This design comes from an exercise in tuning for small area on the open sky130 flow, not from production work. Function was checked by simulation only, so behaviour that the tests miss may differ from the original. Power is estimated from default activity; no workload was simulated.

==> flow/design.v (outline; a module is shown in full before it is edited, if it fits) <==
// module filter_fir: 4602 lines
// module fir_fa: 4 lines
// module fir_ha: 4 lines
// module fir_nand2: 3 lines
// module fir_nor2: 3 lines
module filter_fir(input clk, input rst, input signed [15:0] din, output signed [15:0] dout);
  // ...
==> flow/run.sh <==
#!/bin/bash
# synth_recipe.tcl (not shown) runs the flow's synth.tcl, then flattens the netlist and writes it again
# the make line also repeats each setting of config.mk as NAME=value (left out here)
make -C /OpenROAD-flow-scripts/flow DESIGN_CONFIG=/design/flow/config.mk WORK_HOME=/design/flow/orfs CLKGATE_MAP_FILE= SYNTH_SCRIPT=/design/flow/synth_recipe.tcl finish
==> flow/config.mk <==
export PLATFORM = sky130hd
export DESIGN_NAME = filter_fir
export DESIGN_NICKNAME = filter_fir
export VERILOG_FILES = /design/flow/design.v
export SDC_FILE = /design/flow/constraint.sdc
export NUM_CORES = 8
export LEC_CHECK = 0
export CAP_MARGIN = 20
export CORE_MARGIN = 2
export CORE_UTILIZATION = 40
export CTS_BUF_LIST = sky130_fd_sc_hd__clkbuf_4
export CTS_CLUSTER_SIZE = 30
export SLEW_MARGIN = 20
export SYNTH_HIERARCHICAL = 1
==> flow/constraint.sdc <==
create_clock -name core_clock -period 6.5 [get_ports {clk}]
set_input_delay 1.3000 -clock core_clock [delete_from_list [all_inputs] [get_ports {clk}]]
set_output_delay 1.3000 -clock core_clock [all_outputs]
set_load 0.01 [all_outputs]
==> results.txt, run 1 <==
Worst setup path
The worst flop-to-flop path endpoint is ya[24]$_SDFF_PP0_. The cell that appears most often on the critical path is sky130_fd_sc_hd__fa_1. The number of stages on the worst setup path is 13. The worst-case reg-to-reg path depth is 13.

Logic synthesis
The top cell type by area accounts for 45.3% of the synthesized area. The number of warning messages in the yosys log is 7. Summing the areas of all xor and xnor instances in the mapped netlist gives 0.159% of the synthesized area. For this run, the register share of the synthesized area comes to 45.3%. In the synthesized netlist the dominant register cell turns out to be sky130_fd_sc_hd__dfxtp_1.

Routing
The number of nets with antenna violations after routing is 0. For this run, design rule violations remaining after detail routing come to 0. The detailed router put a total of 54,800 um of wire on met1.

Final layout
The count of multi-input gates is 2,476. The final-layout non-clock buffer area share is 1.01%. Clock tree buffers and inverters occupy 6.42% of the routed design's cell area.

Placed design
The post-placement worst setup slack is 0.667 ns. Once placement completed, the tool counted placed cells totaling 5,840.

Worst hold path
The hold path endpoint is d6[7]$_DFF_P_.

Clock network
The number of H-tree branching levels is 5. The master cell of the clock root buffer is sky130_fd_sc_hd__clkbuf_4.

Power and ir drop
The clock distribution power is about 0.0066 W. The maximum VDD drop is 0.406 mV. The share of total power consumed by net switching is 36.0%.

Global routing
The global-route wire length before repair is 222,000 um. For this run, global-route usage on met3 was measured as 4.32%. Entering global routing, the biggest net connects 176 pins.

Run status
The flow ran to the end and the layout has no timing, DRC or antenna violations.
==> run 2: changes to the inputs <==
--- a/flow/config.mk
+++ b/flow/config.mk
@@ -8,7 +8,5 @@
 export CAP_MARGIN = 20
 export CORE_MARGIN = 2
 export CORE_UTILIZATION = 40
-export CTS_BUF_LIST = sky130_fd_sc_hd__clkbuf_4
-export CTS_CLUSTER_SIZE = 30
 export SLEW_MARGIN = 20
 export SYNTH_HIERARCHICAL = 1
==> results.txt, run 2 <==
Final layout
The post-route netlist has 5.96% of its cells at a drive strength greater than 1. After filler insertion, the fill cell instance count of the layout stands at 12,300. Summing all multi-input logic gate instances after layout gives 0.0291 mm^2. The number of antenna diodes in the final layout is 0.

The total number of nets in the final design is roughly 5,500. Leaving out filler cells and counting taps, the final layout contains slightly above 6,000. The largest registers in the layout are s1 (31), s2 (31), ya (25). The most common cell after layout, fill and taps aside is sky130_fd_sc_hd__dfxtp_1.

The area growth from synthesis to layout is 13.6%. The sequential cell area is 0.0249 mm^2. The library cells used most frequently in the layout, excluding fill and tap cells, are sky130_fd_sc_hd__dfxtp_1, sky130_fd_sc_hd__fa_1, sky130_fd_sc_hd__nand2_1.

Routing
Using the TritonRoute via totals, the vias-per-cell ratio works out to between 4 and 5. The average wire per standard cell is around 24 um. The routed layout has 28,600 vias. The number of nets with antenna violations after routing is 0 (unchanged). After the first detailed-routing iteration, the DRC count stood at 1,750. The count of unresolved DRC violations after routing was 0 (unchanged). The number of search-and-repair iterations in the first detailed-routing pass is 5. The total wirelength of the detailed-routed design is 147,000 um.

Worst setup path
The worst-case register-to-register setup slack is 0.71 ns. The worst flop-to-flop path endpoint is s2[14]$_DFF_P_. The worst-case reg-to-reg path depth is 14 (+1).

The highest cell delay on the worst timing path is 0.52 ns. STA classifies the critical path endpoint as a flip-flop. The critical path data arrival time is between 6 and 7 ns.

The worst path required time is 7.11 ns. Counting both buffers and inverters, the worst setup path holds a total of 2. The startpoint of the lowest-slack register-to-register path is w0[5]$_DFF_P_. The critical path class is reg2reg. The maximum net fanout on the critical path is 5. The critical path goes through buf_4 > fa_1 > fa_1 > fa_1 > fa_1 > fa_1 > fa_1 > inv_1 > fa_1 > fa_1 > ha_1 > fa_1 > fa_1 > nand2_1. The cell family with the largest share of critical-path delay is adder cells.

The type of element launching the critical path is a flip-flop. For this design, the slowest cell found on the critical path is sky130_fd_sc_hd__dfxtp_1. The most frequent cell on the critical path is sky130_fd_sc_hd__fa_1.

Logic synthesis
The number of synthesized flops with an enable pin is 0. The number of nets in the synthesized netlist is between 5,000 and 6,000. The portion of synthesized cell area occupied by the leading cell type was 45.3% (unchanged). The most instantiated library cell after synthesis is sky130_fd_sc_hd__dfxtp_1. The synthesized area per cell is around 14 um^2.

The cell count after synthesis is 3,987. The cell area that synthesis handed to floorplanning was 0.0551 mm^2. Yosys attributes the largest share of cell area to sky130_fd_sc_hd__dfxtp_1, sky130_fd_sc_hd__fa_1, sky130_fd_sc_hd__nand2_1, sky130_fd_sc_hd__ha_1, sky130_fd_sc_hd__nor2_1. The sequential element share of the synthesized area is 45.3% (unchanged).

The leading area contributor after synthesis is sky130_fd_sc_hd__dfxtp_1. The number of warning messages in the yosys log is 7 (unchanged). The number of unique standard cell types used by synthesis is 35. In this run, synthesis produced a sequential element count of 1,246. Of all flip-flops after synthesis, the portion carrying an async set or reset was 0%. In the synthesized netlist the dominant register cell turns out to be sky130_fd_sc_hd__dfxtp_1. After synthesis, the most frequently instantiated cells are sky130_fd_sc_hd__dfxtp_1, sky130_fd_sc_hd__fa_1, sky130_fd_sc_hd__nand2_1.

Global routing
The initial antenna violation count is 0. The met3 routing resource usage after global routing came to 3.57% (-0.75 points). In the global route stage, overall resource usage came out at 21.9%. For met1 alone, demand over resource in global routing was 24.8%. In this run the most used layer during global routing was met2. The global-route wire length before repair was 219,000 um (-1.4%). For this run, global-route usage on met2 was measured as about two fifths. The via count of the first global-routing pass is 32,600. The pin count of the biggest net entering global routing is 176 (unchanged). For this run the aggregate overflow at the end of global routing stands at 0.

STA
Setup repair after global routing left no endpoint under its margin. The final count of pins violating max slew was 0. Setup violations remaining at the end of the flow were counted as 0.

For the pin with the worst max-slew slack, the measured transition is 1.14 ns. The worst-case setup margin in the final layout is 0.714 ns. The count of final hold-check violations is 0. The final clock period utilization by the worst path is around nine tenths. The clock period could shrink to 5.79 ns. The setup skew after layout is between 0.03 and 0.04 ns. Based on the critical path, the design can be clocked at up to 173 MHz. The worst pin sits at a relative slew slack of between 20 and 25%.

Clock network
The master cell of the clock root buffer is sky130_fd_sc_hd__clkbuf_16. TritonCTS built the clock tree. After clock tree synthesis, the flow added hold-fix buffers numbering 0.

The post-CTS setup buffer count is 0. The number of H-tree branching levels was 4 (-1). Once the clock tree was built, the resizer swapped 0 gates to a different size. The sink count of the clock tree is around 1,200.

After clock tree synthesis, the clock-pin slew on the worst setup and hold paths is 0.06 ns. The later pin in the worst-skew pair is clocked with a latency of 0.77 ns. The number of buffers created by CTS is around 130. The deepest clock path buffer count is 3.

Placed design
The final weighted congestion in routability-driven placement is 0.907. The count of input and output buffers is 33. The placed wire-length estimate is 118,000 um. The number of placed instances, taps included came to 5,840 (unchanged). The post-placement worst setup slack was 0.667 ns (unchanged).

Power and ir drop
Summed over all cells, the static leakage comes to between 20 and 25 nW. The maximum VDD drop is 0.395 mV (-2.7%). The power per cell area is 439 mW/mm^2.

Worst hold path
The count of cells along the worst hold path is 0. The source of the worst hold timing path is d2[5]$_DFF_P_. The worst hold path terminates at d3[5]$_DFF_P_. The min-delay analysis places its worst path in the category reg2reg.

Flow run
The number of max-cap violations is 0.

Die
The floorplan has roughly 140 rows. The starting utilization of the core area is approximately 40%. The width of the die is 375 um. Measured along the y axis, the die boundary spans 375 um.

The area enclosed by the die boundary is 0.141 mm^2. The region available for standard cell placement spans 0.137 mm^2. The total I/O pin count is 34.

Run status
The run finished with no timing, DRC or antenna violations.
[run 2: per-module statistics from Yosys, one instance, submodules excluded, excerpt]
module / cells inside / cell area, um^2 / times used / flip-flops and latches
filter_fir: 1667 / 27100 / 1 / 1246
fir_fa: 1 / 20.0 / 1111 / 0
fir_ha: 1 / 12.5 / 129 / 0
[run 2: area by class of cell]
class,count,share of cell area (%)
multi-input cells,2476,46.6
flip-flops and latches,1246,39.9
clock buffers,186,6.23
well taps,1794,3.59
inverters,259,1.56
clock inverters,49,1.15
repair buffers,65,1.00
[run 2: power breakdown]
part	internal (W)	total (W)	switching, W
Clock	0.00476	0.00794	0.00318
Sequential	0.00813	0.00845	0.000323
Combinational	0.00514	0.0110	0.00591
Total	0.0180	0.0274	0.00941
[run 2: routing by layer]
layer	wire [um]	up-vias
met3	5700	310
met2	77400	687
met1	54800	15100
li1	-	12500
met4	8990	0
met5	0	-
[run 2: how the worst max path moves through the flow]
| stage | slack, ns | depth (start not counted) | endpoint | startpoint |
|---|---|---|---|---|
| CTS | 0.67 | 14 | s2[24]$_DFF_P_ | w0[11]$_DFF_P_ |
| global placement | 0.70 | 14 | s2[24]$_DFF_P_ | w0[11]$_DFF_P_ |
| detailed placement | 0.67 | 14 | s2[24]$_DFF_P_ | w0[11]$_DFF_P_ |
| floorplan | -0.36 | 3 | cnt[0]$_SDFFE_PP1P_ | rst |
| global route | 0.50 | 13 | ya[24]$_SDFF_PP0_ | w0[13]$_DFF_P_ |
| finish | 0.71 | 14 | s2[14]$_DFF_P_ | w0[5]$_DFF_P_ |
[run 2: kinds of logic (layout without fill, tap and decap cells)]
| logic type | Yosys count | count (layout) | share of synthesized area, % |
|---|---|---|---|
| adder cells (fa/ha/maj) | 1276 | 1276 | 44.1 |
| AND/OR/NAND/NOR | 1160 | 1160 | 8.16 |
| XOR/XNOR | 10 | 10 | 0.159 |
| multiplexers | 1 | 1 | 0.0273 |
| buffers and inverters | 265 | 559 | 1.81 |
| AO/OA/AOI/OAI | 29 | 29 | 0.405 |
| flip-flops | 1246 | 1246 | 45.3 |
[run 2: stage by stage]
stage | total power (W) | hold slack (ns) | util (%) | area, um^2 | setup TNS (ns)
detailed placement | 0.0198 | 0.312 | 42.3 | 57900 | 0
CTS | 0.0278 | 0.318 | 45.6 | 62500 | 0
finish | 0.0274 | 0.316 | 45.6 | 62500 | 0
global placement | 0.0196 | 0.311 | 42.3 | 57900 | 0
global route | 0.0297 | 0.316 | 45.6 | 62500 | 0
floorplan | 0.0162 | 0.310 | - | 55100 | -203.46
[run 2: worst reg2reg max path: stages, from the launching register on]
cell and delay, ns:
sky130_fd_sc_hd__dfxtp_1 0.52, sky130_fd_sc_hd__buf_4 0.32, sky130_fd_sc_hd__fa_1 0.44, sky130_fd_sc_hd__fa_1 0.52, sky130_fd_sc_hd__fa_1 0.45, sky130_fd_sc_hd__fa_1 0.39
sky130_fd_sc_hd__fa_1 0.46, sky130_fd_sc_hd__fa_1 0.40, sky130_fd_sc_hd__inv_1 0.10, sky130_fd_sc_hd__fa_1 0.43, sky130_fd_sc_hd__fa_1 0.44, sky130_fd_sc_hd__ha_1 0.21
sky130_fd_sc_hd__fa_1 0.41, sky130_fd_sc_hd__fa_1 0.49, sky130_fd_sc_hd__nand2_1 0.05
==> run 3: changes to the inputs <==
--- a/flow/config.mk
+++ b/flow/config.mk
@@ -8,5 +8,8 @@
 export CAP_MARGIN = 20
 export CORE_MARGIN = 2
 export CORE_UTILIZATION = 40
+export CTS_BUF_LIST = sky130_fd_sc_hd__clkbuf_2 sky130_fd_sc_hd__clkbuf_4 sky130_fd_sc_hd__clkbuf_8
+export CTS_CLUSTER_DIAMETER = 60
+export CTS_CLUSTER_SIZE = 20
 export SLEW_MARGIN = 20
 export SYNTH_HIERARCHICAL = 1
==> results.txt, run 3 <==
Clock network
The total of hold buffers inserted after clock tree synthesis came to 0 (unchanged). The deepest clock path buffer count is 3 (unchanged). The clock latency on the worst-skew pair is 0.88 ns (+0.11 ns).

The clock slew seen by the registers of the worst setup and hold paths is 0.11 ns (+0.05 ns). The master cell of the clock root buffer is sky130_fd_sc_hd__clkbuf_8. The post-CTS setup buffer count is 0 (unchanged). The number of buffers created by CTS is 104 (-22%). TritonCTS built the clock tree.

The sink count of the clock tree is 1,246 (unchanged). The number of H-tree branching levels came to 3 (-1). The number of resized instances in the post-cts repair step is 0 (unchanged).

Routing
The number of nets with antenna violations after routing was 0 (unchanged). The via-per-instance ratio was 4.67 (-0.66%). The average wire per standard cell is 24.0 um (-0.55%). The vias after detailed routing is 28,200 (-1.4%).

The count of unresolved DRC violations after routing was 0 (unchanged). The total wirelength of the detailed-routed design is 145,000 um (-1.3%). The number of search-and-repair iterations in the first detailed-routing pass is 5 (unchanged). The first-iteration detailed-routing DRC count was 1,697 (-3.0%).

Logic synthesis
The synthesized area per cell is 13.8 um^2 (unchanged). The post-synthesis share of cell area spent on full adders, half adders and majority gates came to 44.1% (unchanged). By count the netlist is led by sky130_fd_sc_hd__dfxtp_1, sky130_fd_sc_hd__fa_1, sky130_fd_sc_hd__nand2_1. The area fraction in compound gates after synthesis is 0.405% (unchanged).

By area the synthesized netlist is led by sky130_fd_sc_hd__dfxtp_1, sky130_fd_sc_hd__fa_1, sky130_fd_sc_hd__nand2_1, sky130_fd_sc_hd__ha_1, sky130_fd_sc_hd__nor2_1. The simple-gate share of the synthesized area is 8.16% (unchanged). The sequential element share of the synthesized area is 45.3% (unchanged).

The largest family of logic cells by synthesized area is adder cells. The post-synthesis xor/xnor area fraction came to 0.159% (unchanged). The number of synthesized flops with an enable pin is 0 (unchanged).

The share of async-settable or async-resettable flops after synthesis is 0% (unchanged). The top flip-flop cell by instance count after synthesis is sky130_fd_sc_hd__dfxtp_1. The cell area after synthesis is 0.0551 mm^2 (unchanged).

The multiplexer fraction of the synthesized cell area is 0.0273% (unchanged). The most common cell in the synthesized netlist is sky130_fd_sc_hd__dfxtp_1. The number of unique standard cell types used by synthesis came to 35 (unchanged).

The post-synth net total is 5,280 (unchanged). The number of warning messages in the yosys log was 7 (unchanged). The cell count after synthesis is 3,987 (unchanged). The flip-flop and latch count after synthesis came to 1,246 (unchanged). The portion of synthesized cell area occupied by the leading cell type is 45.3% (unchanged). The leading area contributor after synthesis is sky130_fd_sc_hd__dfxtp_1.

Global routing
The pin count of the biggest net entering global routing is 176 (unchanged). The via count of the first global-routing pass is 32,200 (-1.3%). The initial antenna violation count is 2 (+2). The global-route wire length before repair is 216,000 um (-1.2%).

The final global-route overflow total came to 0 (unchanged). The total routing usage reported by global routing was 21.6% (-0.29 points).

STA
The count of final hold-check violations was 0 (unchanged). The top achievable clock speed is 172 MHz (-0.22%). The final-layout setup total negative slack is 0 ns (unchanged). The total of endpoints with negative setup slack in the final report is 0 (unchanged). Setup repair after global routing left no endpoint under its margin.

The final count of pins violating max slew is 0 (unchanged). The final critical delay including setup and external delays was 5.80 ns (+0.0126 ns). The worst slew margin relative to its limit is 22.8% (-1.2 points). The transition time of the tightest slew-check pin is 1.16 ns (+0.0179 ns). The worst-case setup margin in the final layout came to 0.701 ns (-0.0126 ns).

The final clock period utilization by the worst path is 89.2% (+0.19 points). The setup skew after layout is 0.0653 ns (+0.0339 ns).

Power and ir drop
The power per cell area is 406 mW/mm^2 (-7.4%). The share of total power in combinational logic is 44.9% (+4.6 points). The power spent charging and discharging nets is 0.00926 W (-1.6%). The internal power came to 0.0153 W (-15%). The share of total power consumed by net switching is 37.7% (+3.4 points). The sequential share of power is 34.4% (+3.6 points).

The cell leakage power is 23.1 nW (-4.2%). The share of power burned in the clock network is 20.7% (-8.2 points). The maximum VDD drop is 0.422 mV (+6.8%).

Flow run
The number of max-cap violations came to 0 (unchanged).

Worst setup path
The combined buffer and inverter count along the critical path is 2 (unchanged). The critical path goes through buf_4 > fa_1 > fa_1 > fa_1 > fa_1 > fa_1 > fa_1 > inv_1 > fa_1 > fa_1 > ha_1 > fa_1 > fa_1 > nand2_1. The worst-case register-to-register setup slack is 0.70 ns (about the same). The worst-case reg-to-reg path depth is 14 (unchanged). The maximum net fanout on the critical path is 5 (unchanged). The number of stages on the worst setup path came to 14 (unchanged). The highest cell delay on the worst timing path is 0.53 ns (about the same). The kind of capture point of the worst setup path is a flip-flop. The critical path ends at s2[17]$_DFF_P_. Counting stages on the worst path, the most repeated cell is sky130_fd_sc_hd__fa_1. The critical path data arrival time was 6.51 ns (+0.12 ns). The type of element launching the critical path is a flip-flop. The critical path is of the reg2reg type.

The largest individual stage delay along the critical path comes from the cell sky130_fd_sc_hd__dfxtp_1. The worst flop-to-flop path endpoint is s2[17]$_DFF_P_. In this run the critical register-to-register path is launched from w0[6]$_DFF_P_.

Tracing the worst setup path back leads to its startpoint at w0[6]$_DFF_P_. The cell family with the largest share of critical-path delay is adder cells. The worst path required time came to 7.22 ns (+0.11 ns).

Final layout
The share of layout cells above drive strength 1 is 5.39% (-0.57 points). The total number of nets in the final design is 5,445 (-0.53%). The top cell types in the final layout, fill and taps aside, are sky130_fd_sc_hd__dfxtp_1, sky130_fd_sc_hd__fa_1, sky130_fd_sc_hd__nand2_1. Relative to the synthesized area, the layout overhead comes to 9.68%. The most common cell after layout, fill and taps aside is sky130_fd_sc_hd__dfxtp_1.

The largest registers in the layout are s1 (31), s2 (31), ya (25).

Placed design
The placed wire-length estimate is 118,000 um (unchanged). The post-placement worst setup slack is 0.667 ns (unchanged). The final weighted congestion in routability-driven placement is 0.907 (unchanged). The count of input and output buffers is 33 (unchanged).

Die
The total I/O pin count is 34 (unchanged). The count of standard-cell rows is 136 (unchanged). The floorplan core area is 0.137 mm^2 (unchanged). The starting utilization of the core area was 40.2% (unchanged). The area enclosed by the die boundary is 0.141 mm^2 (unchanged). The height of the die is 375 um (unchanged). The width of the die is 375 um (unchanged).

Run status
The run finished with no timing, DRC or antenna violations.

Worst hold path
The worst hold path belongs to the class reg2reg.
## run 3: cell type report
class / instances / area (um^2)
clock buffers: 115 / 1550
inverters: 259 / 976
repair buffers: 65 / 626
multi-input cells: 2476 / 29100
flip-flops and latches: 1246 / 24900
clock inverters: 72 / 916
fillers: 12500 / 76600
well taps: 1794 / 2240
diodes: 4 / 10.0
## run 3: power by group through the flow
stage	combinational (W)	sequential [W]	clock, W
2_1_floorplan	0.00767	0.00851	0
3_3_place_gp	0.0110	0.00862	0
3_5_place_dp	0.0112	0.00862	0
4_1_cts	0.0113	0.00845	0.00521
5_1_grt	0.0128	0.00848	0.00550
6_report	0.0110	0.00845	0.00507
## run 3: modules after synthesis, one instance, submodules excluded, a selection
module	area [um^2]	flops+latches	cells inside	times used
filter_fir	27100	1246	1667	1
fir_fa	20.0	0	1	1111
fir_ha	12.5	0	1	129
## run 3: cells by family after synthesis
| family | after synthesis |
|---|---|
| AOI/OAI and AO/OA | 29 |
| buffers and inverters | 265 |
| adders and majority gates | 1276 |
| and+or+nand+nor | 1160 |
| DFF | 1246 |
| xor gates and xnor gates | 10 |
| muxes | 1 |
## run 3: through the flow
stage | power (W) | util [%] | cells | cell area (um^2) | hold WS, ns
after floorplan | 0.0162 | - | 3987 | 55100 | 0.310
after global placement | 0.0196 | 42.3 | 5840 | 57900 | 0.311
after detailed placement | 0.0198 | 42.3 | 5840 | 57900 | 0.312
after CTS | 0.0249 | 44.1 | 6027 | 60400 | 0.323
after global routing | 0.0268 | 44.1 | 6031 | 60400 | 0.330
final | 0.0245 | 44.1 | 6031 | 60400 | 0.326
## run 3: worst min-delay path by stage
stage                   startpoint        endpoint  slack [ns]  cells after the start
floorplan            d0[0]$_DFF_P_   d1[0]$_DFF_P_        0.31                      0
global placement    d3[12]$_DFF_P_  d4[12]$_DFF_P_        0.31                      0
detailed placement   d1[2]$_DFF_P_   d2[2]$_DFF_P_        0.31                      0
CTS                  d2[8]$_DFF_P_   d3[8]$_DFF_P_        0.32                      0
global route         d4[4]$_DFF_P_   d5[4]$_DFF_P_        0.33                      0
finish               d2[8]$_DFF_P_   d3[8]$_DFF_P_        0.33                      0
## run 3: metal layers
| metal | global-route usage, % | wire (um) | up-vias |
|---|---|---|---|
| met5 | 0 | 0 | - |
| met4 | 11.7 | 9180 | 0 |
| met3 | 3.13 | 4950 | 294 |
| met2 | 38.8 | 76400 | 585 |
| met1 | 24.8 | 54400 | 14900 |
| li1 | - | - | 12400 |

## static timing again, ports no longer ideal
How much do the figures lean on ideal ports? The routed layouts below were timed once more, with nothing changed but the port constraints.
Step 1 (the two cells are an assumption about what drives the block):
set clk [get_ports {clk}]
set_driving_cell -lib_cell sky130_fd_sc_hd__clkbuf_16 $clk
set_driving_cell -lib_cell sky130_fd_sc_hd__buf_2 [delete_from_list [all_inputs] $clk]
Step 2 also shifts input and output timing later by t, the mid clock arrival at the registers, as if the neighbouring blocks saw the same clock.
Slacks: ideal / step 1 / step 2; pairs: ideal / step 1.
run	shift t [ns]	setup slack, ns	pins driven straight from the clock port
run 1	1.283	0.629 / 0.629 / 0.629	1
run 2	0.828	0.714 / 0.714 / 0.714	1
run 3	0.919	0.701 / 0.701 / 0.701	1
After both steps every run listed still meets setup and hold.
